This is an optimization exercise on Yosys and OpenROAD, whose aim is small area, not a production implementation. In this exercise RTL edits were held to simulation tests only and were not proved equivalent to the original. Power figures rest on the tool's default switching activity, not on a simulated workload.

==> flow/design.v <==
module router_fifo(clk, rstn, soft_reset, read_enb, write_enb, data_in, dout, full, empty);
input clk, rstn, soft_reset, read_enb, write_enb;
input [7:0] data_in;
output reg [7:0] dout;
output full, empty;
reg [127:0] mem;
reg [4:0] cnt;
assign empty = cnt[4];
assign full = (cnt == 5'h0f);
wire rd = read_enb & ~empty;
wire wr = write_enb & ~full;
always @(posedge clk)
  if (wr) mem <= {mem[119:0], data_in};
always @(posedge clk)
  if (!rstn || soft_reset) cnt <= 5'h1f;
  else if (wr && !rd) cnt <= cnt + 5'd1;
  else if (rd && !wr) cnt <= cnt - 5'd1;
always @(posedge clk)
  if (!rstn || soft_reset || !rd) dout <= 8'h00;
  else dout <= mem[cnt[3:0]*8 +: 8];
endmodule
module top_module_router(clk,rstn,pkt_valid,read_enb_0,read_enb_1,read_enb_2,data_in,dout_0,dout_1,dout_2,vld_out_0,vld_out_1,vld_out_2,err,busy);
input clk,rstn,pkt_valid;
input read_enb_0,read_enb_1,read_enb_2;
input [7:0]data_in;
output [7:0]dout_0,dout_1,dout_2;
output vld_out_0,vld_out_1,vld_out_2,err,busy;
localparam DA  = 3'd0,  
           LFD = 3'd1,  
           WTE = 3'd2,  
           LD  = 3'd3,  
           FFS = 3'd4,  
           LP  = 3'd5,  
           CPE = 3'd6,  
           LAF = 3'd7;  
reg [2:0] state, next_state;
reg [1:0] temp;           
reg pd, lpv;              
reg err;
reg [7:0] ip;             
reg [7:0] pp;             
reg [7:0] fsb;            
reg [7:0] din;            
reg [4:0] tcnt;           
reg sr0, sr1, sr2;        
wire empty_0, empty_1, empty_2, full_0, full_1, full_2;
wire s_da  = (state == DA);
wire s_lfd = (state == LFD);
wire s_ld  = (state == LD);
wire s_laf = (state == LAF);
reg full_t, empty_t, empty_a;
always @(*) begin
  case (temp)
    2'd0: begin full_t = full_0; empty_t = empty_0; end
    2'd1: begin full_t = full_1; empty_t = empty_1; end
    2'd2: begin full_t = full_2; empty_t = empty_2; end
    default: begin full_t = 1'b0; empty_t = 1'b0; end
  endcase
  case (data_in[1:0])
    2'd0: empty_a = empty_0;
    2'd1: empty_a = empty_1;
    default: empty_a = empty_2;
  endcase
end
wire srhit = (sr0 && temp == 2'd0) || (sr1 && temp == 2'd1) || (sr2 && temp == 2'd2);
always @(*) begin
  case (state)
    DA:  next_state = (pkt_valid && data_in[1:0] != 2'd3) ? (empty_a ? LFD : WTE) : DA;
    LFD: next_state = LD;
    WTE: next_state = empty_t ? LFD : WTE;
    LD:  next_state = full_t ? FFS : (!pkt_valid ? LP : LD);
    FFS: next_state = full_t ? FFS : LAF;
    LP:  next_state = CPE;
    CPE: next_state = full_t ? FFS : DA;
    default: next_state = pd ? DA : (lpv ? LP : LD);
  endcase
end
always @(posedge clk)
  if (!rstn || srhit) state <= DA;
  else state <= next_state;
assign busy = !(s_da || s_ld);
wire wen = s_ld || (state == LP) || s_laf;
always @(posedge clk)
  if (s_da) temp <= data_in[1:0];
always @(posedge clk)
  if (!rstn || s_da) pd <= 1'b0;
  else if ((s_ld && !full_t && !pkt_valid) || (s_laf && lpv)) pd <= 1'b1;
always @(posedge clk)
  if (!rstn) lpv <= 1'b0;
  else if (s_ld && !pkt_valid) lpv <= 1'b1;
always @(posedge clk)
  if (s_ld && !pkt_valid) pp <= data_in;
always @(posedge clk)
  if (!rstn) fsb <= 8'h00;
  else if (s_ld && pkt_valid && full_t) fsb <= data_in;
always @(posedge clk)
  if (s_da) ip <= data_in;
  else if (s_ld && pkt_valid) ip <= ip ^ data_in;
always @(posedge clk)
  if (!rstn) err <= 1'b0;
  else if (pd) err <= (ip != pp);
always @(posedge clk)
  if (s_lfd) din <= ip;
  else if (s_ld && !full_t) din <= data_in;
  else if (s_laf) din <= fsb;
wire stall = !empty_0 ? !read_enb_0 : !empty_1 ? !read_enb_1 : !empty_2 ? !read_enb_2 : 1'b0;
wire tout = stall && (tcnt == 5'd29);
always @(posedge clk)
  if (!stall || tout) tcnt <= 5'd0;
  else tcnt <= tcnt + 5'd1;
always @(posedge clk) begin
  sr0 <= rstn && tout && !empty_0;
  sr1 <= rstn && tout && empty_0 && !empty_1;
  sr2 <= rstn && tout && empty_0 && empty_1;
end
assign vld_out_0 = ~empty_0;
assign vld_out_1 = ~empty_1;
assign vld_out_2 = ~empty_2;
router_fifo FIFO_0(clk, rstn, sr0, read_enb_0, wen && temp == 2'd0, din, dout_0, full_0, empty_0);
router_fifo FIFO_1(clk, rstn, sr1, read_enb_1, wen && temp == 2'd1, din, dout_1, full_1, empty_1);
router_fifo FIFO_2(clk, rstn, sr2, read_enb_2, wen && temp == 2'd2, din, dout_2, full_2, empty_2);
endmodule
clock: 5.0 ns
lec_check: 0
cap_margin: 20
core_margin: 2
core_utilization: 65
cts_buf_list: sky130_fd_sc_hd__clkbuf_4
cts_cluster_size: 30
slew_margin: 20
run.sh (not shown) runs the stock make flow with config.mk's settings and CLKGATE_MAP_FILE= SYNTH_SCRIPT=/design/flow/synth_recipe.tcl, a recipe that flattens the netlist after the stock synthesis.
Change:
CORE_UTILIZATION = 40   (was 65)
CTS_BUF_LIST = not set   (was sky130_fd_sc_hd__clkbuf_4)
CTS_CLUSTER_SIZE = not set   (was 30)
Critical path depth came out higher by 8.
Synthesized cell count stays the same.
Die area came out higher by 61%.
Via count came out lower by 4.1%.
Worst setup slack is better by 0.22 ns.
Change:
ABC_AREA = 1   (was not set)
CORE_UTILIZATION = 65   (was 40)
Non-clock buffer count rose by 2.
Wire length rose by 11%.
Design area fell by 2.0%.
Total power rose by 11%.
Change:
ABC_AREA = not set   (was 1)
CTS_BUF_LIST = sky130_fd_sc_hd__clkbuf_8   (was not set)
CTS_CLUSTER_SIZE = 40   (was not set)
Result: The new run finished clean; global-route usage shrinks by 2.7 points; cell count came out lower by about a fifth; synthesized area fell slightly; worst setup slack improved by 0.063 ns; via count goes down by about a fifth; critical path depth shrinks by 2; wire length shrinks by roughly a tenth; die area goes down slightly; design area shrinks slightly; core utilization fell by 0.12 points; power falls by about a fifth.

-- port drivers added, routing unchanged --
The results above use ideal ports. As a check the final layouts listed here were re-extracted and re-timed, cells and wires unchanged. Step 1 sets driving cells, clkbuf_16 on the clock port and buf_2 on the other inputs (assumed; they add their load-dependent delay and slew). Step 2 adds t to the input delays and takes it off the output delays; t is the mean of the earliest and latest rising clock arrival at the registers after step 1. Input paths then give back, and output paths get back, about the clock's delay inside the block. Three values: ideal ports, drivers, drivers and shift; two values: the first two.
run | t, ns | slack for setup (ns) | worst setup path after step 2 | clock arrival spread, ns | worst data-port slew with drivers (ns)
the first run | 0.768 | 1.644 / 1.596 / 1.443 | input to register | 0.079 / 0.079 | 0.04
the second run | 0.625 | 1.861 / 1.845 / 1.504 | input to register | 0.030 / 0.031 | 0.05
the third run | 0.591 | 1.749 / 1.695 / 1.802 | input to register | 0.020 / 0.019 | 0.07
the fourth run | 0.631 | 1.811 / 1.765 / 1.503 | input to register | 0.029 / 0.030 | 0.04
After both steps setup and hold are still met in every run listed. For the second run, which loses most, drivers alone change the setup slack by -0.016 ns; drivers and shift together by -0.357 ns.
